This is an optimization exercise on Yosys and OpenROAD, whose aim is small area, not a production implementation. The RTL was checked by simulation tests, not by an equivalence proof against the original design. Power is estimated from default activity; no workload was simulated.

<file path="flow/config.mk">
export PLATFORM = sky130hd
export DESIGN_NAME = vga_ttop
export DESIGN_NICKNAME = vga_ttop
export VERILOG_FILES = /design/flow/design.v
export SDC_FILE = /design/flow/constraint.sdc
export NUM_CORES = 4
export LEC_CHECK = 0
export CAP_MARGIN = 20
export CORE_MARGIN = 2
export CORE_UTILIZATION = 40
export SLEW_MARGIN = 20
</file>
<file path="flow/constraint.sdc">
create_clock -name core_clock -period 20.0 [get_ports {sys_clk}]
set_input_delay 4.0000 -clock core_clock [delete_from_list [all_inputs] [get_ports {sys_clk}]]
set_output_delay 4.0000 -clock core_clock [all_outputs]
set_load 0.01 [all_outputs]
</file>
<file path="flow/design.v">
`timescale 1ns / 1ps
module pll(
    input wire sys_clk , 
    input wire sys_rst_n , 
    output wire vga_en 
);
reg clk_25;
always @(posedge sys_clk or negedge sys_rst_n) begin
    if (!sys_rst_n) begin
        clk_25 <= 0;
    end else begin
        clk_25 <= ~clk_25;
    end
end
assign vga_en = ~clk_25;
endmodule
`timescale 1ns / 1ps
module vga_ctrl(
    input  wire        vga_clk,     
    input  wire        vga_en,
    input  wire        sys_rst_n,   
    input  wire [15:0] pix_data,    
    output wire [9:0]  pix_x,       
    output wire [9:0]  pix_y,       
    output wire        hsync,       
    output wire        vsync,       
    output wire [15:0] rgb          
);
localparam H_SYNC_PULSE  = 10'd96;   
localparam H_BACK_PORCH  = 10'd40;  
localparam H_LEFT_BORDER = 10'd8;   
localparam H_ACTIVE      = 10'd640;  
localparam H_RIGHT_BORDER= 10'd8;    
localparam H_FRONT_PORCH = 10'd8;   
localparam H_TOTAL_CYCLES= 10'd800;  
localparam V_SYNC_PULSE  = 10'd2;   
localparam V_BACK_PORCH  = 10'd25;   
localparam V_TOP_BORDER  = 10'd8;    
localparam V_ACTIVE      = 10'd480;  
localparam V_BOTTOM_BORDER=10'd8;   
localparam V_FRONT_PORCH = 10'd2;   
localparam V_TOTAL_LINES = 10'd525;  
localparam H_SYNC_END   = H_SYNC_PULSE;
localparam H_BP_END     = H_SYNC_END + H_BACK_PORCH;
localparam H_BORDER_END = H_BP_END + H_LEFT_BORDER;
localparam H_ACTIVE_END = H_BORDER_END + H_ACTIVE;
localparam H_FP_START   = H_ACTIVE_END + H_RIGHT_BORDER;
localparam V_SYNC_END   = V_SYNC_PULSE;
localparam V_BP_END     = V_SYNC_END + V_BACK_PORCH;
localparam V_BORDER_END = V_BP_END + V_TOP_BORDER;
localparam V_ACTIVE_END = V_BORDER_END + V_ACTIVE;
localparam V_FP_START   = V_ACTIVE_END + V_BOTTOM_BORDER;
reg [9:0] h_counter;    
reg [9:0] v_counter;   
wire in_h_active_region;  
wire in_v_active_region;  
wire in_active_display;  
wire data_request_region; 
always @(posedge vga_clk or negedge sys_rst_n) begin
    if (!sys_rst_n) begin
        h_counter <= 10'd0;
    end else if (vga_en) begin
        if (h_counter == H_TOTAL_CYCLES - 1'd1) begin
            h_counter <= 10'd0;  
        end else begin
            h_counter <= h_counter + 1'd1;  
        end
    end
end
always @(posedge vga_clk or negedge sys_rst_n) begin
    if (!sys_rst_n) begin
        v_counter <= 10'd0;
    end else if (vga_en) begin
        if (h_counter == H_TOTAL_CYCLES - 1'd1) begin
            if (v_counter == V_TOTAL_LINES - 1'd1) begin
                v_counter <= 10'd0;  
            end else begin
                v_counter <= v_counter + 1'd1;  
            end
        end
    end
end
assign hsync = (h_counter < H_SYNC_PULSE) ? 1'b1 : 1'b0;
assign vsync = (v_counter < V_SYNC_PULSE) ? 1'b1 : 1'b0;
assign in_h_active_region = (h_counter >= H_BORDER_END) && 
                           (h_counter < H_ACTIVE_END);
assign in_v_active_region = (v_counter >= V_BORDER_END) && 
                           (v_counter < V_ACTIVE_END);
assign in_active_display = in_h_active_region && in_v_active_region;
assign data_request_region = ((h_counter >= H_BORDER_END - 1'd1) && 
                             (h_counter < H_ACTIVE_END - 1'd1)) &&
                             in_v_active_region;
assign pix_x = data_request_region ? 
              (h_counter - (H_BORDER_END - 1'd1)) : 10'h3FF;
assign pix_y = data_request_region ? 
              (v_counter - V_BORDER_END) : 10'h3FF;
assign rgb = in_active_display ? pix_data : 16'h0000;
endmodule
`timescale 1ns/1ps
module vga_bar_pic(
    input  wire        vga_clk,
    input  wire        vga_en,
    input  wire        sys_rst_n,
    input  wire [9:0]  pix_x,
    input  wire [9:0]  pix_y,
    output reg  [15:0] pix_data
);
    localparam COLOR_0  = 16'hF800;  
    localparam COLOR_1  = 16'hFC00;  
    localparam COLOR_2  = 16'hFFE0;  
    localparam COLOR_3  = 16'h87E0;  
    localparam COLOR_4  = 16'h07FF;  
    localparam COLOR_5  = 16'h001F;  
    localparam COLOR_6  = 16'h481F;  
    localparam COLOR_7  = 16'hF81F;  
    localparam COLOR_8  = 16'hFFFF;  
    localparam COLOR_9  = 16'h8410;  
    localparam SCREEN_WIDTH  = 10'd640;
    localparam SCREEN_HEIGHT = 10'd480;
    localparam NUM_BARS = 10;                     
    localparam BAR_WIDTH = SCREEN_WIDTH / NUM_BARS;  
    wire [3:0] bar_index;
    assign bar_index = pix_x / BAR_WIDTH;
    always @(posedge vga_clk or negedge sys_rst_n) begin
        if (!sys_rst_n)
            pix_data <= 16'h0000;  
        else if (vga_en) begin
            case (bar_index)
                4'd0: pix_data <= COLOR_0;
                4'd1: pix_data <= COLOR_1;
                4'd2: pix_data <= COLOR_2;
                4'd3: pix_data <= COLOR_3;
                4'd4: pix_data <= COLOR_4;
                4'd5: pix_data <= COLOR_5;
                4'd6: pix_data <= COLOR_6;
                4'd7: pix_data <= COLOR_7;
                4'd8: pix_data <= COLOR_8;
                4'd9: pix_data <= COLOR_9;
                default: pix_data <= 16'h0000;  
            endcase
        end
    end
endmodule
`timescale 1ns / 1ps
module vga_must_pic(
    input  wire        vga_clk,
    input  wire        vga_en,
    input  wire        sys_rst_n,
    input  wire [9:0]  pix_x,
    input  wire [9:0]  pix_y,
    output reg  [15:0] pix_data
);
    localparam BLACK  = 16'h0000;
    localparam WHITE  = 16'hFFFF;
    localparam X_START  = 10'd120;  
    localparam Y_START  = 10'd190;
    localparam LETTER_H = 10'd90;   
    localparam LETTER_W = 10'd90;   
    localparam GAP      = 10'd25;   
    localparam STROKE   = 10'd15;      
    localparam MID_STROKE = 10'd22;
    wire in_m_box = (pix_x >= X_START) &&
                    (pix_x <  X_START + LETTER_W) &&
                    (pix_y >= Y_START) &&
                    (pix_y <  Y_START + LETTER_H);
    wire [9:0] m_x_off = pix_x - X_START;
    wire [9:0] m_y_off = pix_y - Y_START;
    wire m_left_bar   = (m_x_off < STROKE + 2); 
    wire m_right_bar  = (m_x_off >= LETTER_W - STROKE - 2); 
    wire m_slope1     = (m_x_off >= STROKE - 2) && (m_x_off < LETTER_W/2) && 
                        (m_y_off >= (LETTER_H * (m_x_off - (STROKE - 2))) / (LETTER_W/2 - (STROKE - 2)) - STROKE/2) &&
                        (m_y_off <= (LETTER_H * (m_x_off - (STROKE - 2))) / (LETTER_W/2 - (STROKE - 2)) + STROKE/2) &&
                        (m_y_off >= 0);
    wire m_slope2     = (m_x_off >= LETTER_W/2) && (m_x_off < LETTER_W - STROKE + 2) && 
                        (m_y_off >= LETTER_H - (LETTER_H * (m_x_off - LETTER_W/2)) / (LETTER_W/2 - (STROKE - 2)) - STROKE/2) &&
                        (m_y_off <= LETTER_H - (LETTER_H * (m_x_off - LETTER_W/2)) / (LETTER_W/2 - (STROKE - 2)) + STROKE/2) &&
                        (m_y_off >= 0);
    wire draw_m = in_m_box && (m_left_bar || m_right_bar || m_slope1 || m_slope2);
    localparam U_X_START = X_START + LETTER_W + GAP;
    wire in_u_box = (pix_x >= U_X_START) &&
                    (pix_x < U_X_START + LETTER_W) &&
                    (pix_y >= Y_START) &&
                    (pix_y < Y_START + LETTER_H);
    wire [9:0] u_x_off = pix_x - U_X_START;
    wire [9:0] u_y_off = pix_y - Y_START;
    wire u_left_bar   = (u_x_off < STROKE);                            
    wire u_right_bar  = (u_x_off >= LETTER_W - STROKE);               
    wire u_bottom_bar = (u_y_off >= LETTER_H - STROKE) &&              
                        (u_x_off >= 0) && (u_x_off < LETTER_W);
    wire draw_u = in_u_box && (u_left_bar || u_right_bar || u_bottom_bar);
    localparam S_X_START = U_X_START + LETTER_W + GAP;
    wire in_s_box = (pix_x >= S_X_START) &&
                    (pix_x < S_X_START + LETTER_W) &&
                    (pix_y >= Y_START) &&
                    (pix_y < Y_START + LETTER_H);
    wire [9:0] s_x_off = pix_x - S_X_START;
    wire [9:0] s_y_off = pix_y - Y_START;
    wire s_top_bar = (s_y_off < STROKE) && 
                     (s_x_off >= STROKE);
    wire s_mid_bar = (s_y_off >= LETTER_H/2 - STROKE/2) &&
                     (s_y_off <= LETTER_H/2 + STROKE/2) &&
                     (s_x_off >= (s_y_off < LETTER_H/2 ? 0 : STROKE)) &&
                     (s_x_off <= (s_y_off < LETTER_H/2 ? LETTER_W - STROKE : LETTER_W));
    wire s_bottom_bar = (s_y_off > LETTER_H - STROKE) &&
                        (s_x_off <= LETTER_W - STROKE);
    wire s_left_top = (s_x_off < STROKE) &&
                      (s_y_off >= STROKE) &&
                      (s_y_off < LETTER_H/2);
    wire s_right_bottom = (s_x_off > LETTER_W - STROKE) &&
                          (s_y_off > LETTER_H/2) &&
                          (s_y_off <= LETTER_H - STROKE);
    wire draw_s = in_s_box && (s_top_bar || s_mid_bar || s_bottom_bar || s_left_top || s_right_bottom);
    localparam T_X_START = S_X_START + LETTER_W + GAP;
    wire in_t_box = (pix_x >= T_X_START) &&
                    (pix_x < T_X_START + LETTER_W) &&
                    (pix_y >= Y_START) &&
                    (pix_y < Y_START + LETTER_H);
    wire [9:0] t_x_off = pix_x - T_X_START;
    wire [9:0] t_y_off = pix_y - Y_START;
    wire t_horizontal = (t_y_off < STROKE) &&                        
                        (t_x_off >= 0) && (t_x_off < LETTER_W);
    wire t_vertical   = (t_x_off >= LETTER_W/2 - STROKE/2) &&       
                        (t_x_off <= LETTER_W/2 + STROKE/2) &&
                        (t_y_off >= STROKE);
    wire draw_t = in_t_box && (t_horizontal || t_vertical);
    always @(posedge vga_clk or negedge sys_rst_n) begin
        if (!sys_rst_n)
            pix_data <= BLACK;
        else if (vga_en)
            pix_data <= (draw_m || draw_u || draw_s || draw_t) ? WHITE : BLACK;
    end
endmodule
`timescale 1ns/1ps
module vga_end_pic(
    input  wire        vga_clk,
    input  wire        vga_en,
    input  wire        sys_rst_n,
    input  wire [9:0]  pix_x,
    input  wire [9:0]  pix_y,
    output reg  [15:0] pix_data
);
    localparam BLACK  = 16'h0000;
    localparam WHITE  = 16'hFFFF;
    localparam LETTER_H = 10'd80;     
    localparam LETTER_W = 10'd48;     
    localparam GAP      = 10'd12;     
    localparam STROKE   = 10'd10;     
    localparam TOTAL_WIDTH  = 3*LETTER_W + 2*GAP;   
    localparam X_START      = 10'd320 - (TOTAL_WIDTH/2);   
    localparam Y_START      = 10'd240 - (LETTER_H/2);      
    wire in_e_box = (pix_x >= X_START) && (pix_x < X_START + LETTER_W) &&
                    (pix_y >= Y_START) && (pix_y < Y_START + LETTER_H);
    wire in_n_box = (pix_x >= X_START + LETTER_W + GAP) && 
                    (pix_x < X_START + 2*LETTER_W + GAP) &&
                    (pix_y >= Y_START) && (pix_y < Y_START + LETTER_H);
    wire in_d_box = (pix_x >= X_START + 2*(LETTER_W + GAP)) && 
                    (pix_x < X_START + 3*LETTER_W + 2*GAP) &&
                    (pix_y >= Y_START) && (pix_y < Y_START + LETTER_H);
    wire draw_e = in_e_box && (
        (pix_x < X_START + STROKE) ||
        (pix_y < Y_START + STROKE) ||
        (pix_y > Y_START + LETTER_H - STROKE) ||
        (pix_y > Y_START + LETTER_H/2 - STROKE/2 && pix_y < Y_START + LETTER_H/2 + STROKE/2)
    );
    wire [9:0] n_x_base = X_START + LETTER_W + GAP;
    wire [9:0] n_x_off = pix_x - n_x_base;
    wire [9:0] n_y_off = pix_y - Y_START;
    wire n_diag = (n_y_off >= (LETTER_H * n_x_off) / LETTER_W - (STROKE/2)) &&
                  (n_y_off <= (LETTER_H * n_x_off) / LETTER_W + (STROKE/2));
    wire draw_n = in_n_box && (
        (pix_x < n_x_base + STROKE) ||
        (pix_x > n_x_base + LETTER_W - STROKE) ||
        n_diag
    );
    wire [9:0] d_x_base = X_START + 2*(LETTER_W + GAP);
    wire d_left  = (pix_x >= d_x_base) && (pix_x < d_x_base + STROKE);
    wire d_top   = (pix_y >= Y_START) && (pix_y < Y_START + STROKE) && 
                   (pix_x >= d_x_base) && (pix_x < d_x_base + STROKE);
    wire d_bottom= (pix_y >= Y_START + LETTER_H - STROKE) && (pix_y < Y_START + LETTER_H) && 
                   (pix_x >= d_x_base) && (pix_x < d_x_base + STROKE);
    wire [9:0] d_arc_cx = d_x_base + STROKE;
    wire [9:0] d_arc_cy = Y_START + LETTER_H/2;
    wire [9:0] d_arc_r = LETTER_H/2;   
    wire [19:0] dx_sq = (pix_x - d_arc_cx) * (pix_x - d_arc_cx);
    wire [19:0] dy_sq = (pix_y - d_arc_cy) * (pix_y - d_arc_cy);
    wire d_right_arc = (dx_sq + dy_sq <= d_arc_r * d_arc_r) && 
                       (dx_sq + dy_sq >= (d_arc_r - STROKE) * (d_arc_r - STROKE));
    wire draw_d = in_d_box && (d_left || d_top || d_bottom || d_right_arc);
    always @(posedge vga_clk or negedge sys_rst_n) begin
        if (!sys_rst_n)
            pix_data <= BLACK;
        else if (vga_en)
            pix_data <= (draw_e || draw_n || draw_d) ? WHITE : BLACK;
    end
endmodule
`timescale 1ns/1ps
module vga_ttop(
    input  wire        sys_clk, 
    input  wire        sys_rst_n, 
    input  wire        btn_next, 
    output wire        hsync, 
    output wire        vsync, 
    output wire [15:0] rgb       
);
    wire        vga_en;        
    wire [9:0]  pix_x;       
    wire [9:0]  pix_y;     
    wire [15:0] pix_data;      
    wire [15:0] bar_data;
    wire [15:0] must_data;
    wire [15:0] end_data;
    parameter S_BAR = 2'b00;
    parameter S_MUST      = 2'b01;
    parameter S_END       = 2'b10;
    reg [1:0] current_state;
    reg [1:0] next_state;
    reg [19:0] debounce_cnt;
    reg        key_reg0, key_reg1, key_reg2;
    wire       key_posedge;
    always @(posedge sys_clk or negedge sys_rst_n) begin
        if (!sys_rst_n) begin
            key_reg0 <= 1'b1;
            key_reg1 <= 1'b1;
            key_reg2 <= 1'b1;
        end else begin
            key_reg0 <= btn_next;
            key_reg1 <= key_reg0;
            key_reg2 <= key_reg1;
        end
    end
assign key_posedge = (key_reg1 == 1'b0) && (key_reg2 == 1'b1); 
    always @(posedge sys_clk or negedge sys_rst_n) begin
        if (!sys_rst_n)
            current_state <= S_BAR;
        else
            current_state <= next_state;
    end
    always @(*) begin
        case (current_state)
            S_BAR: next_state = key_posedge ? S_MUST : S_BAR;
            S_MUST:      next_state = key_posedge ? S_END  : S_MUST;
            S_END:       next_state = key_posedge ? S_BAR : S_END;
            default:     next_state = S_BAR;
        endcase
    end
    pll pll_inst (
        .sys_clk  (sys_clk),
        .sys_rst_n(sys_rst_n),
        .vga_en   (vga_en)
    );
    vga_bar_pic vga_bar_pic_inst (
        .vga_clk  (sys_clk),
        .vga_en   (vga_en),
        .sys_rst_n(sys_rst_n),
        .pix_x    (pix_x),
	     .pix_y    (pix_y),
        .pix_data (bar_data)
    );
    vga_must_pic vga_must_pic_inst (
        .vga_clk  (sys_clk),
        .vga_en   (vga_en),
        .sys_rst_n(sys_rst_n),
        .pix_x    (pix_x),
        .pix_y    (pix_y),
        .pix_data (must_data)
    );
    vga_end_pic vga_end_pic_inst (
        .vga_clk  (sys_clk),
        .vga_en   (vga_en),
        .sys_rst_n(sys_rst_n),
        .pix_x    (pix_x),
        .pix_y    (pix_y),
        .pix_data (end_data)
    );
    vga_ctrl vga_ctrl_inst (
        .vga_clk  (sys_clk),
        .vga_en   (vga_en),
        .sys_rst_n(sys_rst_n),
        .pix_data (pix_data),
        .pix_x    (pix_x),
        .pix_y    (pix_y),
        .hsync    (hsync),
        .vsync    (vsync),
        .rgb      (rgb)
    );
    assign pix_data = (current_state == S_BAR) ? bar_data :
                      (current_state == S_MUST)      ? must_data  :
                      (current_state == S_END)       ? end_data   :
                                                       16'h0000;
endmodule
</file>
<file path="flow/run.sh">
#!/bin/bash
# synth_recipe.tcl (not shown) runs the flow's synth.tcl, then flattens the netlist and writes it again
# the make line also repeats each setting of config.mk as NAME=value (left out here)
make -C /OpenROAD-flow-scripts/flow DESIGN_CONFIG=/design/flow/config.mk WORK_HOME=/design/flow/orfs CLKGATE_MAP_FILE= SYNTH_SCRIPT=/design/flow/synth_recipe.tcl finish
</file>
==> notes.md <==
per-layer routing:
metal / share of wire, % / routed length, um / global-route usage (%) / vias up
met1: 45 / 25600 / 29.1 / 8659
met3: 4.0 / 2290 / 1.45 / 69
met4: 2.4 / 1360 / 5.21 / 0
met5: 0 / 0 / 0 / -
met2: 49 / 27600 / 37.1 / 413
li1: - / - / - / 8396
where the power goes:
group | switching, mW | total, mW | internal [mW]
Sequential | 0.00214 | 0.0752 | 0.0730
Combinational | 0.00612 | 0.00947 | 0.00334
Clock | 0.0314 | 0.0844 | 0.0530
critical path: cells and delay by family, from the launching register on:
kind / cells / cell delay, ns
adder cells (fa/ha/maj): 7 / 2.27
AO/OA/AOI/OAI: 24 / 7.04
buffers and inverters: 5 / 0.97
AND/OR/NAND/NOR: 12 / 2.18
flip-flops: 1 / 0.48
state kept, by name, summed over array words and instances (netlist names):
name                        flops
key_reg1                        1
current_state                   2
vga_bar_pic_inst.pix_data       7
vga_must_pic_inst.pix_data      1
vga_end_pic_inst.pix_data       1
pll_inst.clk_25                 1
key_reg2                        1
vga_ctrl_inst.h_counter        10
key_reg0                        1
vga_ctrl_inst.v_counter        10
cells in the mapped netlist (32+ instances only):
library cell  instances
a21oi_1             124
clkbuf_1             49
dfrtp_1              32
fa_1                289
ha_1                294
inv_1               427
nand2_1             223
nand2b_1             33
nand3_1              49
nor2_1              174
nor3_1               53
o21ai_0              98
xnor2_1             161
xor2_1               57
per-stage QoR:
step	power, mW	cell area (um^2)	hold slack [ns]	setup slack, ns	utilization [%]
CTS	0.171	22000	0.358	7.04	42.7
finish	0.169	22000	0.356	6.95	42.7
detailed placement	0.0861	21800	0.349	7.08	42.4
global route	0.176	22000	0.361	5.88	42.7
floorplan	0.0828	20900	0.345	9.05	-
global placement	0.0856	21800	0.346	7.32	42.4
worst paths after layout:
path | endpoint | slack [ns] | cells past startpoint
worst max register to register | vga_end_pic_inst.pix_data[14] | 6.95 | 48
worst min-delay path | key_reg1 | 0.36 | 0
max in group asynchronous | vga_ctrl_inst.v_counter[4] | 15.65 | 1
worst min register to register | key_reg1 | 0.36 | 0
min in group asynchronous | vga_bar_pic_inst.pix_data[14] | 3.80 | 1
worst max-delay path | vga_end_pic_inst.pix_data[14] | 6.95 | 48
logic make-up (layout without fill, tap and decap cells):
logic type               Yosys count  after routing  synth area share [%]
adder cells (fa/ha/maj)          584            584                  45.3
AND/OR/NAND/NOR                  697            697                  15.9
flip-flops                        35             35                  4.20
AO/OA/AOI/OAI                    485            485                  15.7
buffers and inverters            507            487                  9.34
multiplexers                       5              5                 0.239
XOR/XNOR                         221            221                  9.36
cell type report:
cell class / count / area [um^2] / area share (%)
timing repair buffer: 43 / 368 / 1.67
sequential: 35 / 880 / 4.00
clock buffer: 7 / 153 / 0.693
clock inverter: 1 / 7.51 / 0.0341
multi-input combinational: 1992 / 18100 / 82.3
tap: 680 / 851 / 3.86
inverter: 436 / 1640 / 7.43
==> impl_metrics.yaml <==
floorplan:
  die_area_um2: 54200
  rows: 83
  die_y_um: 233
  core_area_um2: 51500
  die_w_um: 233
  initial_utilization_pct: 40.6
  io_pins: 21
worst_hold_path:
  min_from: "key_reg0"
  min_path_type: "register to register"
cts:
  cts_setup_buffers: 0
  numCtsBuffers: 5
  path_clk_slew_ns: 0.06
  cts_sinks: 35
  clk_latency_ns: 0.29
  cts_tree: "done"
  cts_hold_buf: 0
  clockRootBuffer: "clkbuf_16"
  htreeDepth: 2
  cts_resized: 0
  cts.path.max_buffers: 2
synthesis:
  yosys_register_bits: 35
  synth_edf_count: 0
  synthCells: 2534
  synth-seq-area-share_pct: 4.20
  synthTopCellsByArea: "fa_1 28%, ha_1 18%, inv_1 7.7%"
  yosysWarnings: 6
  syn_area_um2: 20900
  yosysTopAreaCellShare_pct: 27.6
  yosysUniqueCellTypes: 100
  synth_top_cell_by_area: "fa_1"
  async_flop_share_pct: 100
  postSynthAreaPerCell_um2: 8.26
  syn_nets: 3120
  yosys_most_used_dff: "dfrtp_1"
final_layout:
  diodes: 0
  layout_common_cells: "427 x inv_1, 294 x ha_1, 289 x fa_1, 223 x nand2_1, 174 x nor2_1"
  final_common_cell: "inv_1"
  nets: 3099
  layout.cells.non_filler: 3194
  drive_gt1_share_pct: 3.06
  fillers: 5220
  areaGrowthSynthToFinish_pct: 5.19
grt:
  grt_pass1_wl_mm: 93.4
  grt_use_total_pct: 21.5
  grt_max_degree: 36
  first_global_vias: 18084
  antenna_found_initial: 0
  gr-total-overflow: 0
detailed_routing:
  final_antenna_net_count: 0
  vias: 17537
  wirelength_mm: 56.8
  drc_errors: 0
  vias_per_cell: 5.49
  drt_iter0_drc: 1048
  wl_per_cell_um: 17.8
  drt-pass1-iter-count: 5
timing:
  grt_setup_unrepaired: "no"
  slew_headroom_pct: 27.3
  fmax_ghz: 0.0766
  finalSetupViolations: 0
  fin_skew_ns: 0.00241
  fin_crit_sh_pct: 65.3
  fin_setup_tns_ns: 0
  tightest_slew_ns: 1.09
  fin_crit_ns: 13.05
  finalMaxSlewViolations: 0
  hold_viol: 0
critical_path:
  slowest_stage: "or4b_4"
  end_kind: "register"
  worstSetupStartpointType: "register"
  path_max_fanout: 32
  cp.arrival_ns: 13.22
  cp_common_cell: "ha_1"
  slowest_delay_ns: 0.62
  reg2reg_from: "vga_ctrl_inst.v_counter[0]"
  setup.worst_path.start: "vga_ctrl_inst.v_counter[0]"
  path_class: "register to register"
  cp.required_ns: 20.17
flow_run:
  cap_violations: 0
pwr:
  vdd_drop_max_v: 0.0000224
  p_per_area_nw_per_um2: 7.68
  p_leak_nw: 10.5
place:
  portBuffers: 20
  placedCellCount: 3186
  place_congestion: 0.946
  hpwlAfterDp_mm: 48.4
status:
  status: "complete, no violations"

## port drivers added, routing unchanged
The flow's constraints put no driver on any port. The routed layout listed below was extracted and timed again, unchanged, in two steps.
Step 1 sets driving cells, clkbuf_16 on the clock port and buf_2 on the other inputs (assumed; they add their load-dependent delay and slew).
Step 2 adds t to the input delays and takes it off the output delays; t is the mean of the earliest and latest rising clock arrival at the registers after step 1. Input paths then give back, and output paths get back, about the clock's delay inside the block.
a / b / c = ideal / step 1 / step 2; a / b = the first two.
shift t [ns]: 0.324
slack for setup (ns): 6.947 / 6.947 / 6.947
worst hold slack (ns): 0.356 / 0.356 / 0.356
After both steps this run still meets setup and hold. The setup slack of this run moves by 0.000 ns with the drivers and by 0.000 ns with both steps.
